Context: an optimization exercise on an open-source flow, tuned for small area and few clock cycles. The choices shown serve that exercise and are no tape-out recipe. Only simulation tests tie the RTL to the original design; equivalence was not proved. Power is estimated from default activity; no workload was simulated.

==> flow/design.v <==
module progCount(addressIn, addressOut, clk, rst);
  input logic clk;
  input logic rst;
  input logic [31:0] addressIn;
  output logic [31:0] addressOut;
  always @(posedge clk) begin
    if (rst)
      addressOut <= 32'h0;
    else
      addressOut <= addressIn;
  end
endmodule
module addInst(address, newAddress);
  input logic [31:0] address;
  output logic [31:0] newAddress;
  always @(*)
    newAddress = address + 32'h4;
endmodule
module Mux2t1(data0, data1, select, dataOut);
  input logic select;
  input logic [31:0] data0;
  input logic [31:0] data1;
  output logic [31:0] dataOut;
  always @(*) begin
    if (select == 1) dataOut = data1;
    else dataOut = data0;
  end
endmodule
module Mux3t1(data0, data1, data2, select, dataOut);
  input logic [1:0] select;
  input logic [31:0] data0;
  input logic [31:0] data1;
  input logic [31:0] data2;
  output logic [31:0] dataOut;
  always @(*) begin
    case(select)
      2'b00: dataOut = data0;
      2'b01: dataOut = data1;
      default: dataOut = data2;
    endcase
  end
endmodule
module RegUnit (
    input logic clk,            
    input logic rst,            
    input logic we,             
    input logic [4:0] wrAddr,   
    input logic [4:0] rdAddr1,  
    input logic [4:0] rdAddr2,  
    input logic [31:0] wrData,  
    output logic [31:0] rdData1,
    output logic [31:0] rdData2 
);
logic [31:0] regFile [31:0];
always_ff @(posedge clk) begin
    if (rst)  
        for (int i = 0; i < 32; i++) regFile[i] <= 32'b0;
    else if (we && wrAddr != 5'b0)  
        regFile[wrAddr] <= wrData;
end
assign rdData1 = (rdAddr1 == 5'b0) ? 32'b0 : regFile[rdAddr1]; 
assign rdData2 = (rdAddr2 == 5'b0) ? 32'b0 : regFile[rdAddr2]; 
endmodule
module ImmGen(immSrc, data, immExt);
  input logic [2:0] immSrc;
  input logic [24:0] data;
  output logic [31:0] immExt;
  always@(*) begin
    case(immSrc)
        3'b000:immExt= {{20{data[24]}}, data[24:13]};  
        3'b001:immExt= {{20{data[24]}}, data[24:18], data[4:0]};  
        3'b101:immExt= {{19{data[24]}}, data[24], data[0], data[23:18], data[4:1],1'b0};  
        3'b010:immExt= {data[24:5], 12'b0};  
        3'b110:immExt= {{11{data[24]}}, data[24],data[12:5],data[13], data[23:14], 1'b0};  
        default:immExt= 32'b0;
      endcase
  end
endmodule
module ALU(ASrc, BSrc, aluOp, alures);
  input logic [31:0] ASrc;
  input logic [31:0] BSrc;
  input logic [3:0] aluOp;
  output logic [31:0] alures;
  always @(*) begin
    case (aluOp)
      4'b0000: alures = ASrc + BSrc;  
      4'b1000: alures = ASrc - BSrc;  
      4'b0001: alures = ASrc << BSrc[4:0];  
      4'b0010: alures = {31'b0, $signed(ASrc) < $signed(BSrc)};  
      4'b0011: alures = {31'b0, ASrc < BSrc};  
      4'b0100: alures = ASrc ^ BSrc;  
      4'b0101: alures = ASrc >> BSrc[4:0];  
      4'b1101: alures = $signed(ASrc) >>> BSrc[4:0];  
      4'b0111: alures = ASrc & BSrc;  
      4'b0110: alures = ASrc | BSrc;  
      4'b1111: alures = BSrc;  
      default: alures = ASrc + BSrc;
    endcase
  end
endmodule
module branchUnit(brOp, Ru1, Ru2, nextPcSrc);
  input logic [4:0] brOp;
  input logic [31:0] Ru1;
  input logic [31:0] Ru2;
  output logic nextPcSrc;
  always @(*)begin
    nextPcSrc = 0;
    if (brOp[4] == 1)
      nextPcSrc = 1;
    else if (brOp[4:3] == 2'b01) begin
      case(brOp[2:0])
        3'b000:
          if (Ru1 == Ru2)
            nextPcSrc = 1;
        3'b001:
          if (Ru1 != Ru2)
            nextPcSrc = 1;
        3'b100:
          if ($signed(Ru1) < $signed(Ru2))
            nextPcSrc = 1;
        3'b101:
          if ($signed(Ru1) >= $signed(Ru2))
            nextPcSrc = 1;
        3'b110:
          if (Ru1 < Ru2)
            nextPcSrc = 1;
        3'b111:
          if (Ru1 >= Ru2)
            nextPcSrc = 1;
        default: nextPcSrc = 0;
      endcase
    end
  end
endmodule
module controlUnit(opCode, funct3, funct7, RUWr, ALUOp, IMMSrc,	ALUASrc, ALUBSrc, DMWr, DMCtrl, BrOp,RUDataWrSrc);
  input logic [6:0] opCode;
  input logic [2:0] funct3;
  input logic [6:0] funct7;
  output logic RUWr;
  output logic [3:0] ALUOp;
  output logic [2:0] IMMSrc;
  output logic ALUASrc;
  output logic ALUBSrc;
  output logic DMWr;
  output logic [2:0] DMCtrl;
  output logic [4:0] BrOp;
  output logic [1:0] RUDataWrSrc;
  always @(*) begin
    RUWr= 0;
    ALUOp= 4'b0000;
    IMMSrc= 3'b000;
    ALUASrc= 0;
    ALUBSrc= 0;
    DMWr= 0;
    DMCtrl= funct3;
    BrOp= 5'b00000;
    RUDataWrSrc= 2'b00;
    case(opCode)
        7'b0110011: begin   
          RUWr= 1;
          ALUOp= {funct7[5],funct3};
  		  ALUASrc= 0;
  		  ALUBSrc= 0;
        end
        7'b0010011: begin   
          RUWr= 1;
          ALUOp= {(funct3 == 3'b101) & funct7[5], funct3};
  		  IMMSrc= 3'b000;
  		  ALUASrc= 0;
  		  ALUBSrc= 1;
        end
        7'b0000011: begin   
          RUWr= 1;
          ALUOp= 4'b0;
  		  IMMSrc= 3'b000;
  		  ALUASrc= 0;
  		  ALUBSrc= 1;
          RUDataWrSrc= 2'b01;
        end
        7'b0100011:begin   
          ALUOp= 4'b0000;
  		  IMMSrc= 3'b001;
  		  ALUASrc= 0;
  		  ALUBSrc= 1;
  		  DMWr= 1;
        end
        7'b1100011: begin   
          ALUOp= 4'b0000;
  		  IMMSrc= 3'b101;
  		  ALUASrc= 1;
  		  ALUBSrc= 1;
          BrOp= {2'b01, funct3};
        end
        7'b1101111: begin  
          RUWr= 1;
          ALUOp= 4'b0000;
  		  IMMSrc= 3'b110;
  		  ALUASrc= 1;
  		  ALUBSrc= 1;
          BrOp= 5'b10000;
          RUDataWrSrc= 2'b10;
        end
      7'b1100111: begin  
          RUWr= 1;
          ALUOp= 4'b0000;
  		  IMMSrc= 3'b000;
  		  ALUASrc= 0;
  		  ALUBSrc= 1;
          BrOp= 5'b10000;
          RUDataWrSrc= 2'b10;
        end
      7'b0110111: begin   
          RUWr= 1;
          ALUOp= 4'b1111;
  		  IMMSrc= 3'b010;
  		  ALUBSrc= 1;
        end
      7'b0010111: begin   
          RUWr= 1;
          ALUOp= 4'b0000;
  		  IMMSrc= 3'b010;
  		  ALUASrc= 1;
  		  ALUBSrc= 1;
        end
      default: ;
      endcase
  end
endmodule
module ram(dmCtrl, address, dataRd, dmWr, dataWr, busAddr, busSize, busWe, busWData, busRData);
  input logic [2:0] dmCtrl;
  input logic [31:0] address;
  input logic dmWr;
  input logic [31:0] dataWr;
  output logic [31:0] dataRd;
  output logic [31:0] busAddr;
  output logic [1:0] busSize;
  output logic busWe;
  output logic [31:0] busWData;
  input logic [31:0] busRData;
  assign busAddr = address;
  assign busSize = dmCtrl[1:0];
  assign busWe = dmWr;
  assign busWData = dataWr;
  always @(*)
      case(dmCtrl)
        3'b000: dataRd = {{24{busRData[7]}}, busRData[7:0]};
        3'b001: dataRd = {{16{busRData[15]}}, busRData[15:0]};
        3'b010: dataRd = busRData;
        3'b100: dataRd = {24'h0, busRData[7:0]};
        3'b101: dataRd = {16'h0, busRData[15:0]};
        default:dataRd = busRData;
      endcase
endmodule
module procMonoc(
    input logic clk,
    input logic rst,
    output logic [31:0] imem_addr,
    input logic [31:0] imem_rdata,
    output logic [31:0] dmem_addr,
    output logic [1:0] dmem_size,
    output logic dmem_we,
    output logic [31:0] dmem_wdata,
    input logic [31:0] dmem_rdata
);
    wire [31:0] addrPC;
    wire [31:0] addrOutPC;
    wire [31:0] addrOutAdd;
    wire [31:0] inst;
    wire RuWr;
    wire [3:0] ALUOp;
    wire [2:0] IMMSrc;
    wire ALUASrc;
    wire ALUBSrc;
    wire DMWr;
    wire [2:0] DMCtrl;
    wire [4:0] BrOp;
    wire [1:0] RUDataWrSrc;
    wire [31:0] DataRd;
    wire [31:0] RU1;
    wire [31:0] RU2;
    wire [31:0] immExt;
    wire [31:0] dataA;
    wire [31:0] dataB;
    wire [31:0] dataOutAlu;
    wire [31:0] dataWr;
    wire NextPcSrc;
    assign imem_addr = addrOutPC;
    assign inst = imem_rdata;
    progCount PC(.addressIn(addrPC), .addressOut(addrOutPC), .clk(clk), .rst(rst));
    controlUnit CU(.opCode(inst[6:0]), .funct3(inst[14:12]), .funct7(inst[31:25]), .RUWr(RuWr), .ALUOp(ALUOp), .IMMSrc(IMMSrc), .ALUASrc(ALUASrc), .ALUBSrc(ALUBSrc), .DMWr(DMWr), .DMCtrl(DMCtrl), .BrOp(BrOp), .RUDataWrSrc(RUDataWrSrc));
    addInst adder(.address(addrOutPC), .newAddress(addrOutAdd));
    Mux2t1 MUXNextPC(.data0(addrOutAdd), .data1({dataOutAlu[31:1], 1'b0}), .select(NextPcSrc), .dataOut(addrPC));
    RegUnit RU(.rdAddr1(inst[19:15]), .rdAddr2(inst[24:20]), .wrAddr(inst[11:7]), .wrData(dataWr), .we(RuWr), .clk(clk), .rst(rst), .rdData1(RU1), .rdData2(RU2));
    ALU ALU(.ASrc(dataA), .BSrc(dataB), .aluOp(ALUOp), .alures(dataOutAlu));
    ImmGen IG(.immSrc(IMMSrc), .data(inst[31:7]), .immExt(immExt));
    Mux2t1 MUXA(.data0(RU1), .data1(addrOutPC), .select(ALUASrc), .dataOut(dataA));
    Mux2t1 MUXB(.data0(RU2), .data1(immExt), .select(ALUBSrc), .dataOut(dataB));
    branchUnit BU(.brOp(BrOp), .Ru1(RU1), .Ru2(RU2), .nextPcSrc(NextPcSrc));
    ram DM(.dmCtrl(DMCtrl), .address(dataOutAlu), .dataRd(DataRd), .dmWr(DMWr), .dataWr(RU2),
           .busAddr(dmem_addr), .busSize(dmem_size), .busWe(dmem_we), .busWData(dmem_wdata), .busRData(dmem_rdata));
    Mux3t1 MUXWB(.data0(dataOutAlu), .data1(DataRd), .data2(addrOutAdd), .select(RUDataWrSrc), .dataOut(dataWr));
endmodule
==> flow/run.sh <==
#!/bin/bash
# synth_recipe.tcl (not shown) runs the flow's synth.tcl, then flattens the netlist and writes it again
# the make line also repeats each setting of config.mk as NAME=value (left out here)
make -C /OpenROAD-flow-scripts/flow DESIGN_CONFIG=/design/flow/config.mk WORK_HOME=/design/flow/orfs CLKGATE_MAP_FILE= SYNTH_SCRIPT=/design/flow/synth_recipe.tcl finish
==> flow/config.mk <==
export PLATFORM = sky130hd
export DESIGN_NAME = procMonoc
export DESIGN_NICKNAME = procMonoc
export VERILOG_FILES = /design/flow/design.v
export SDC_FILE = /design/flow/constraint.sdc
export NUM_CORES = 4
export LEC_CHECK = 0
export CAP_MARGIN = 20
export CORE_MARGIN = 2
export CORE_UTILIZATION = 40
export PLACE_DENSITY = 0.6
export SETUP_SLACK_MARGIN = 0.5
export SLEW_MARGIN = 20
==> flow/constraint.sdc <==
create_clock -name core_clock -period 12.0 [get_ports {clk}]
set_input_delay 2.4000 -clock core_clock [delete_from_list [all_inputs] [get_ports {clk}]]
set_output_delay 2.4000 -clock core_clock [all_outputs]
set_load 0.01 [all_outputs]
==> run notes <==
cell usage in the layout (no fill, tap or decap), types with 129 or more instances in the layout:
cell type	count
a22oi_1	239
nor2_1	1102
a21oi_1	420
nand2_1	228
mux2i_1	560
buf_4	409
edfxtp_1	1024
inv_1	133
ha_1	129
clkdlybuf4s50_1	153
mux4_2	284
what timing repair did:
| action | in CTS | in global routing |
|---|---|---|
| setup buffers | 0 | 4 |
| pin swaps | 0 | 2 |
| resized for setup | 10 | 29 |
| endpoints found under the setup margin | 6 | 10 |
| gates cloned | 1 | 3 |
power groups by stage:
stage | logic [mW] | registers, mW | clock network, mW
finish | 3.92 | 4.24 | 3.45
global route | 4.06 | 4.25 | 3.59
CTS | 3.77 | 4.23 | 3.45
detailed placement | 3.75 | 4.31 | 0
global placement | 3.76 | 4.30 | 0
floorplan | 2.12 | 4.28 | 0
path summary, 6_finish.rpt:
| path | cells past startpoint | from | to | slack (ps) |
|---|---|---|---|---|
| worst max-delay path | 23 | imem_rdata[17] | dmem_addr[31] | 560 |
| worst min-delay path | 2 | PC.addressOut[1] | PC.addressOut[1] | 570 |
| worst max register to register | 20 | RU.regFile[22][30] | PC.addressOut[10] | 5080 |
| worst min register to register | 2 | PC.addressOut[1] | PC.addressOut[1] | 570 |
kinds of logic (layout without fill, tap and decap cells):
logic type | after synthesis | in the layout | synth area share, %
AND/OR/NAND/NOR | 1845 | 1848 | 12.0
AO/OA/AOI/OAI | 1399 | 1399 | 14.0
flip-flops | 1055 | 1055 | 47.0
multiplexers | 898 | 898 | 18.9
buffers and inverters | 731 | 933 | 4.93
adder cells (fa/ha/maj) | 132 | 132 | 2.49
XOR/XNOR | 56 | 56 | 0.734
other | 1 | 40 | 0.00561
critical path: cells and delay by family:
family | cells | cell delay [ps]
buffers and inverters | 6 | 1740
and+or+nand+nor | 5 | 1910
adders and majority gates | 1 | 210
AOI/OAI and AO/OA | 11 | 2760
Yosys cell counts, drive strengths merged (31+ instances only):
| cell | number | area [sq um] |
|---|---|---|
| ha | 130 | 1630 |
| inv | 141 | 532 |
| a21oi | 445 | 2240 |
| nor2 | 1107 | 4160 |
| nor2b | 37 | 231 |
| mux2i | 560 | 5610 |
| o221ai | 37 | 324 |
| mux2 | 54 | 608 |
| o21ai | 131 | 656 |
| nor4 | 45 | 282 |
| a31oi | 48 | 300 |
| a211oi | 116 | 893 |
| a221oi | 43 | 395 |
| and2 | 62 | 388 |
| dfxtp | 31 | 621 |
| nand2b | 37 | 231 |
| a22oi | 239 | 1790 |
| buf | 294 | 1650 |
| nand2 | 274 | 1030 |
| edfxtp | 1024 | 30700 |
| a21o | 36 | 270 |
| mux4 | 284 | 6400 |
| nor3 | 81 | 415 |
| o22ai | 53 | 332 |
| nand3 | 81 | 405 |
| xnor2 | 32 | 280 |
| clkbuf | 296 | 1110 |
registers in the layout, indices dropped and copies added (netlist names):
signal and count:
RU.regFile 1024, PC.addressOut 31
layout make-up:
type                    instances  area [sq um]  area share (%)
inverters                     141           536           0.702
diodes                          7          17.5          0.0230
clock buffers                 136          2870            3.77
well taps                    2189          2740            3.59
flip-flops and latches       1055         31400            41.1
clock inverters                64           666           0.873
multi-input cells            4366         32900            43.2
repair buffers                592          5120            6.72
stage by stage:
step	hold WS, ps	std cells	worst slack (ps)	util (%)
floorplan	551	6149	1390	-
global placement	557	8333	-47.7	43.8
detailed placement	562	8334	10.8	43.8
CTS	572	8535	531	46.0
global route	614	8546	508	46.1
finish	570	8550	560	46.1
metal layers:
metal	wire [um]	GRT usage (%)	vias to the layer above	part of all wire, %
met5	30	0	-	0.010
met4	21400	20.4	4	7.1
met3	32400	7.14	898	11
met2	137000	54.6	3958	46
met1	110000	43.4	28500	36
li1	-	-	23400	-
==> impl_metrics.tcl <==
set metrics [dict create \
    grt_pass1_wl_um 416000 \
    die_w_um 413 \
    power_density_mw_per_mm2 152 \
    final_area_sq_mm 0.0763 \
    yosysSeqAreaShare_pct 47.0 \
    synth_edf_count 1024 \
    critPathArrivalTime_ps 9040 \
    gr-total-overflow 0 \
    worstSetupPathType "in2out" \
    drive_gt1_share_pct 17.2 \
    num_vias 56800 \
    yosys_warnings 10 \
    drtAntennaViolNets 0 \
    clockRootBuffer "clkbuf_16" \
    avgSynthCellArea_sq_um 10.9 \
    slew_headroom_pct 21.7 \
    tns_ps 0 \
    crit_slowest_cell "nor4_1" \
    fmax_mhz 87.4 \
    fin_crit_ps 11440 \
    finalCritPeriodShare_pct 95.3 \
    slew_viol_final 0 \
    synth-main-ff-cell "edfxtp_1" \
    synth.cell_area_sq_mm 0.0668 \
    fin_worst_skew_ps 60.7 \
    cts_max_path_buffers 3 \
    comb_power_share_pct 33.8 \
    wirelength_um 301000 \
    io_buffers 163 \
    synth-async-reset-ratio_pct 0 \
    p_total_mw 11.6 \
    finalSetupViolCount 0 \
    swShare_pct 37.2 \
    tritoncts "done" \
    core-area_sq_mm 0.165 \
    path_cells "buf_2, nor2b_4, buf_4, a22oi_1, a21oi_1, nor4_1, a21oi_1, inv_1, ha_1, a21oi_1, o21ba_2, o21ai_0, a41oi_2, a211oi_2, nor4b_4, buf_4, o21ba_2, buf_4, and3_1, o21a_1, a2111o_1, or3_1, clkdlybuf4s50_1" \
    cap_viol_max_count 0 \
    dieArea_sq_mm 0.170 \
    cp.required_ps 9600 \
    status "finished clean" \
    hold_violations 0 \
    grt_use_total_pct 34.4 \
    drt_iter0_drc 8438 \
    grt_pass1_vias 54100 \
    rsz0062_at_grt "no" \
    start_kind "input pin" \
    worst_pin_slew_ps 1170 \
    critPathMaxStageDelay_ps 950 \
    p_leak_nw 28.6 \
    wire_per_inst_um 35.2 \
    fillers 15200 \
    hold_buffers 0 \
    crit_path_end_kind "primary output" \
    start_util_pct 40.4 \
    avgViaCountPerCell 6.64 \
    firstDrtPassIters 6 \
    synth_cell_types 97 \
    place_area_sq_mm 0.0724 \
    dp_hpwl_um 209000 \
    vdd_drop_max_mv 0.122 \
    h-tree-depth 3 \
    rows 149 \
    numCtsBuffers 111 \
    place_congestion 1.06 \
    fin_nets 6465 \
    clk_latency_ps 780 \
    grt_antenna_before_repair 11 \
    power_frac_clock_pct 29.7 \
    intPower_mw 7.29 \
    clock-sinks 1055 \
    grt_max_degree 70 \
    seqPwrFrac_pct 36.5 \
    drc 0 \
    netlist_instances 6117 \
    area_growth_pct 14.1 \
    synth-seq-cells 1055 \
    hold_path.class "reg2reg" \
    crit_fanout 21 \
    pin_count 165 \
    switchingPower_mw 4.32 \
    die_height_um 413 \
    clk_pin_slew_ps 70 \
]
Testbench counts, summed over its fixed seeds: cycles 43,719.

-- separate check: timing with driven ports --
Ports are ideal in the flow. The routed layout listed here was re-timed in OpenROAD. Step 1: set_driving_cell puts a clkbuf_16 on clk and a buf_2 on each other input, an assumption about the parent block. Step 2 times the ports against the registers' clock, not the clock port: input delays grow and output delays shrink by t, the midpoint of the rising clock arrivals with the driver on. a / b / c = no drivers / after step 1 / after step 2; a / b = the first two.
shift t [ns]: 0.831
setup WS [ns]: 0.560 / 0.347 / 0.347
slew at the worst register clock pin (ns): 0.07 / 0.07
cell pins on the clock port's net: 1
After both steps setup and hold are still met in this run. The setup slack of this run moves by -0.213 ns with the drivers and by -0.213 ns with both steps.
